From an optimization exercise on the open Yosys and OpenROAD flow, aimed at small area; shortcuts taken in it are not production practice. RTL that was checked went through simulation tests only; none was proved equivalent to the original. No activity file was given, so power comes from the tool's default toggle rates.

## nidhogg
module nidhogg(
    input wire clk,
    input wire rst,
    input wire BTNL,
    input wire BTNR,
    input wire BTND,
    input wire BTNU,
    input wire BTNC,
    input wire sw,
    input wire PS2Data,
    input wire PS2Clk,
    output wire vs,
    output wire hs,
    output wire [3:0] r,
    output wire [3:0] g,
    output wire [3:0] b,
    output wire [11:0] rom_bg_addr,
    input  wire [11:0] rom_bg_data,
    output wire [11:0] rom_torch_up_addr,
    input  wire [11:0] rom_torch_up_data,
    output wire [11:0] rom_torch_down_addr,
    input  wire [11:0] rom_torch_down_data,
    output wire [11:0] rom_window_up_addr,
    input  wire [11:0] rom_window_up_data,
    output wire [11:0] rom_window_down_addr,
    input  wire [11:0] rom_window_down_data,
    output wire [11:0] rom_pl_head_addr,
    input  wire [11:0] rom_pl_head1_data,
    input  wire [11:0] rom_pl_head2_data,
    output wire [11:0] rom_pl_legs_addr,
    input  wire [11:0] rom_pl_legs1_data,
    input  wire [11:0] rom_pl_legs2_data,
    output wire [9:0]  rom_pl_sword_addr,
    input  wire [11:0] rom_pl_sword_data,
    output wire [11:0] rom_pr_head_addr,
    input  wire [11:0] rom_pr_head1_data,
    input  wire [11:0] rom_pr_head2_data,
    output wire [11:0] rom_pr_legs_addr,
    input  wire [11:0] rom_pr_legs1_data,
    input  wire [11:0] rom_pr_legs2_data,
    output wire [9:0]  rom_pr_sword_addr,
    input  wire [11:0] rom_pr_sword_data,
    output wire [13:0] rom_sign_l_addr,
    input  wire [11:0] rom_sign_l_data,
    output wire [13:0] rom_sign_r_addr,
    input  wire [11:0] rom_sign_r_data,
    output wire [9:0]  rom_crown_r_addr,
    input  wire [11:0] rom_crown_r_data,
    output wire [9:0]  rom_crown_l_addr,
    input  wire [11:0] rom_crown_l_data
);
Size in the first run: about 550 flip-flops, about 430 I/O pins, about 0.027 sq mm of cells after synthesis.
==> flow/config.mk <==
export PLATFORM = sky130hd
export DESIGN_NAME = nidhogg
export DESIGN_NICKNAME = nidhogg
export VERILOG_FILES = /design/flow/design.v
export SDC_FILE = /design/flow/constraint.sdc
export NUM_CORES = 4
export LEC_CHECK = 0
export CAP_MARGIN = 20
export CORE_MARGIN = 2
export CORE_UTILIZATION = 55
export SLEW_MARGIN = 20
==> flow/constraint.sdc <==
create_clock -name core_clock -period 25.0 [get_ports {clk}]
set_input_delay 5.0000 -clock core_clock [delete_from_list [all_inputs] [get_ports {clk}]]
set_output_delay 5.0000 -clock core_clock [all_outputs]
set_load 0.01 [all_outputs]
standard.sh (not shown) runs the stock make flow with config.mk's settings and CLKGATE_MAP_FILE= SYNTH_SCRIPT=/design/flow/synth_recipe.tcl, a recipe that flattens the netlist after the stock synthesis.
==> flow/flow/run.sh <==
#!/bin/bash
# Standard layout (bash standard.sh), with two changes:
#  - the port buffers are the smallest buffer (sky130_fd_sc_hd__buf_1) instead
#    of the one buffer_ports picks by default; every input and output port
#    still gets its own buffer;
#  - clock tree synthesis uses clkbuf_8 buffers, sink clusters of up to 16
#    flip-flops within 60 um, and no dummy loads.
export BUFFER_PORTS_ARGS="-buffer_cell sky130_fd_sc_hd__buf_1"
export CTS_ARGS="-sink_clustering_enable -repair_clock_nets -dont_use_dummy_load -buf_list sky130_fd_sc_hd__clkbuf_8 -sink_clustering_size 16 -sink_clustering_max_diameter 60"
bash standard.sh > standard.log 2>&1
The first run passed the timing, DRC and antenna checks.
Next try:
==> flow/flow/run.sh (replaced) <==
#!/bin/bash
# Standard layout (bash standard.sh), with two changes:
#  - the port buffers are the smallest buffer (sky130_fd_sc_hd__buf_1) instead
#    of the one buffer_ports picks by default; every input and output port
#    still gets its own buffer;
#  - clock tree synthesis uses clkbuf_4 buffers, sink clusters of up to 10
#    flip-flops within 40 um, and no dummy loads.
export BUFFER_PORTS_ARGS="-buffer_cell sky130_fd_sc_hd__buf_1"
export CTS_ARGS="-sink_clustering_enable -repair_clock_nets -dont_use_dummy_load -buf_list sky130_fd_sc_hd__clkbuf_4 -sink_clustering_size 10 -sink_clustering_max_diameter 40"
bash standard.sh > standard.log 2>&1
- CORE_UTILIZATION: 55 -> 65
After rerunning: Worst hold slack loses 62 ps. Worst setup slack gains 110 ps. Wire length falls by 2.0%. Total power falls by 1.0%.
No functional check of the RTL was part of any run of this note.

* * *

Another version of the RTL of nidhogg (not shown whole).
Size: ~590 flip-flops, ~430 I/O pins.
export LEC_CHECK = 0
export CAP_MARGIN = 20
export CORE_MARGIN = 2
export CORE_UTILIZATION = 55
export CTS_BUF_LIST = sky130_fd_sc_hd__clkbuf_4
export SLEW_MARGIN = 20
create_clock -name core_clock -period 25.0 [get_ports {clk}]
==> flow/flow/run.sh <==
#!/bin/bash
# Standard layout, except that the port buffers are the smallest buffer
# (sky130_fd_sc_hd__buf_1) instead of the one buffer_ports picks by default.
# Every input and output port still gets its own buffer.
export BUFFER_PORTS_ARGS="-buffer_cell sky130_fd_sc_hd__buf_1"
bash standard.sh > standard.log 2>&1
The starting point went through all stages and came out clean.
Then changed:
==> flow/run.sh (new file) <==
#!/bin/bash
# synth_recipe.tcl (not shown) runs the flow's synth.tcl, then flattens the netlist and writes it again
# the make line also repeats each setting of config.mk as NAME=value (left out here)
make -C /OpenROAD-flow-scripts/flow DESIGN_CONFIG=/design/flow/config.mk WORK_HOME=/design/flow/orfs CLKGATE_MAP_FILE= SYNTH_SCRIPT=/design/flow/synth_recipe.tcl finish
- CORE_UTILIZATION: 55 -> 40
- CTS_BUF_LIST: sky130_fd_sc_hd__clkbuf_4 -> default
removed: flow/flow/run.sh
removed: flow/standard.sh
Setup slack is better by 0.37 ns. Die area climbs by 37%. Utilization drops by 12 points.
Then changed:
- CORE_UTILIZATION: 40 -> 55
- CTS_BUF_LIST: default -> sky130_fd_sc_hd__clkbuf_4
After rerunning: Power falls by roughly a tenth; routed wire length drops slightly; final area decreases by a few percent; first-iteration DRC count goes up by a few percent; global-route usage rose by 8.5 points; setup slack loses 0.75 ns; core utilization is higher by 17 points; non-clock buffer count decreases by 2; synthesized cell count does not change.
Function was not checked in any run of this note: the RTL went through the layout flow alone.

* * *

04-20:
Another version of the RTL of nidhogg (not shown whole).
For scale: about 470 flip-flops, roughly 430 I/O pins, about 0.026 mm^2 of cells after synthesis.
==> flow/design.v (excerpt) <==
module nidhogg(
    input wire clk,
    input wire rst,
    input wire BTNL,
    input wire BTNR,
    input wire BTND,
    input wire BTNU,
    input wire BTNC,
    input wire sw,
    input wire PS2Data,
    input wire PS2Clk,
    output wire vs,
    output wire hs,
    output wire [3:0] r,
    output wire [3:0] g,
    output wire [3:0] b,
    output wire [11:0] rom_bg_addr,
    input  wire [11:0] rom_bg_data,
    output wire [11:0] rom_torch_up_addr,
    input  wire [11:0] rom_torch_up_data,
    output wire [11:0] rom_torch_down_addr,
    input  wire [11:0] rom_torch_down_data,
    output wire [11:0] rom_window_up_addr,
    input  wire [11:0] rom_window_up_data,
    output wire [11:0] rom_window_down_addr,
    input  wire [11:0] rom_window_down_data,
    output wire [11:0] rom_pl_head_addr,
    input  wire [11:0] rom_pl_head1_data,
    input  wire [11:0] rom_pl_head2_data,
    output wire [11:0] rom_pl_legs_addr,
    input  wire [11:0] rom_pl_legs1_data,
    input  wire [11:0] rom_pl_legs2_data,
    output wire [9:0]  rom_pl_sword_addr,
    input  wire [11:0] rom_pl_sword_data,
    output wire [11:0] rom_pr_head_addr,
    input  wire [11:0] rom_pr_head1_data,
    input  wire [11:0] rom_pr_head2_data,
    output wire [11:0] rom_pr_legs_addr,
    input  wire [11:0] rom_pr_legs1_data,
    input  wire [11:0] rom_pr_legs2_data,
    output wire [9:0]  rom_pr_sword_addr,
    input  wire [11:0] rom_pr_sword_data,
    output wire [13:0] rom_sign_l_addr,
    input  wire [11:0] rom_sign_l_data,
    output wire [13:0] rom_sign_r_addr,
    input  wire [11:0] rom_sign_r_data,
    output wire [9:0]  rom_crown_r_addr,
    input  wire [11:0] rom_crown_r_data,
    output wire [9:0]  rom_crown_l_addr,
    input  wire [11:0] rom_crown_l_data
);
Settings: LEC_CHECK=0, CAP_MARGIN=20, CORE_MARGIN=2, CORE_UTILIZATION=65, SLEW_MARGIN=20; clock period 25.0 ns.
==> flow/flow/run.sh <==
#!/bin/bash
# Standard layout (bash standard.sh), with two changes:
#  - the port buffers are the smallest buffer (sky130_fd_sc_hd__buf_1) instead
#    of the one buffer_ports picks by default; every input and output port
#    still gets its own buffer;
#  - clock tree synthesis uses clkbuf_8 buffers, sink clusters of up to 22
#    flip-flops within 45 um, and no dummy loads.
export BUFFER_PORTS_ARGS="-buffer_cell sky130_fd_sc_hd__buf_1"
export CTS_ARGS="-sink_clustering_enable -repair_clock_nets -dont_use_dummy_load -buf_list sky130_fd_sc_hd__clkbuf_8 -sink_clustering_size 22 -sink_clustering_max_diameter 45"
bash standard.sh > standard.log 2>&1
04-20 | status: complete | timing, DRC, antenna: pass
The following lists how 02-19 was set up differently from 04-20:
==> flow/flow/run.sh <==
#!/bin/bash
# Standard layout (bash standard.sh), with two changes:
#  - the port buffers are the smallest buffer (sky130_fd_sc_hd__buf_1) instead
#    of the one buffer_ports picks by default; every input and output port
#    still gets its own buffer;
#  - clock tree synthesis uses clkbuf_4 buffers, sink clusters of up to 10
#    flip-flops within 40 um, and no dummy loads.
export BUFFER_PORTS_ARGS="-buffer_cell sky130_fd_sc_hd__buf_1"
export CTS_ARGS="-sink_clustering_enable -repair_clock_nets -dont_use_dummy_load -buf_list sky130_fd_sc_hd__clkbuf_4 -sink_clustering_size 10 -sink_clustering_max_diameter 40"
bash standard.sh > standard.log 2>&1
### Flow results
- The final wirelength was comparable across 04-20 and 02-19.
- Worst hold slack sits higher in 02-19 than in 04-20.
- 02-19 vs. 04-20: switching power now sits lower, total power now sits lower.
- Taking 04-20 as the reference, in 02-19 count of mapped cells out of synthesis neither gained nor lost much; power density normalized to cell area lost 1.4 mW/mm^2; minimum clock period after layout picked up an extra 130 ps; smallest setup slack after layout lost 130 ps.
- Reported for 04-20 and 02-19, post-place instance area turned out identical to the last digit.
- 02-19 vs 04-20 — clock buffer count climbed by more than a quarter

==> port drivers added, routing unchanged <==
In the flow no input, the clock included, has a driving cell. The finished layouts below were timed again as built, in two steps. Step 1: set_driving_cell puts a clkbuf_16 on clk and a buf_2 on each other input, an assumption about the parent block. Step 2 times the ports against the registers' clock, not the clock port: input delays grow and output delays shrink by t, the midpoint of the rising clock arrivals with the driver on. Three values: ideal ports, drivers, drivers and shift; two values: the first two.
run	shift t [ns]	setup slack, ns	worst hold slack (ns)	cell pins on the clock port's net
the first run of note 1	0.681	15.653 / 15.691 / 15.009	0.317 / 0.317 / 0.317	1
the second run of note 1	0.837	15.764 / 15.801 / 14.964	0.255 / 0.255 / 0.255	1
the first run of note 2	1.014	16.531 / 16.469 / 16.897	0.340 / 0.340 / 0.340	1
the second run of note 2	0.681	16.903 / 16.838 / 17.051	0.345 / 0.345 / 0.345	1
the third run of note 2	1.047	16.156 / 16.097 / 16.680	0.314 / 0.314 / 0.314	1
04-20	0.693	15.281 / 15.226 / 15.082	0.321 / 0.321 / 0.321	1
02-19	0.783	15.150 / 15.093 / 15.078	0.331 / 0.331 / 0.331	1
After both steps every run listed still meets setup and hold. The setup slack of the second run of note 1, which loses most, moves by +0.037 ns with the drivers and by -0.800 ns with both steps.
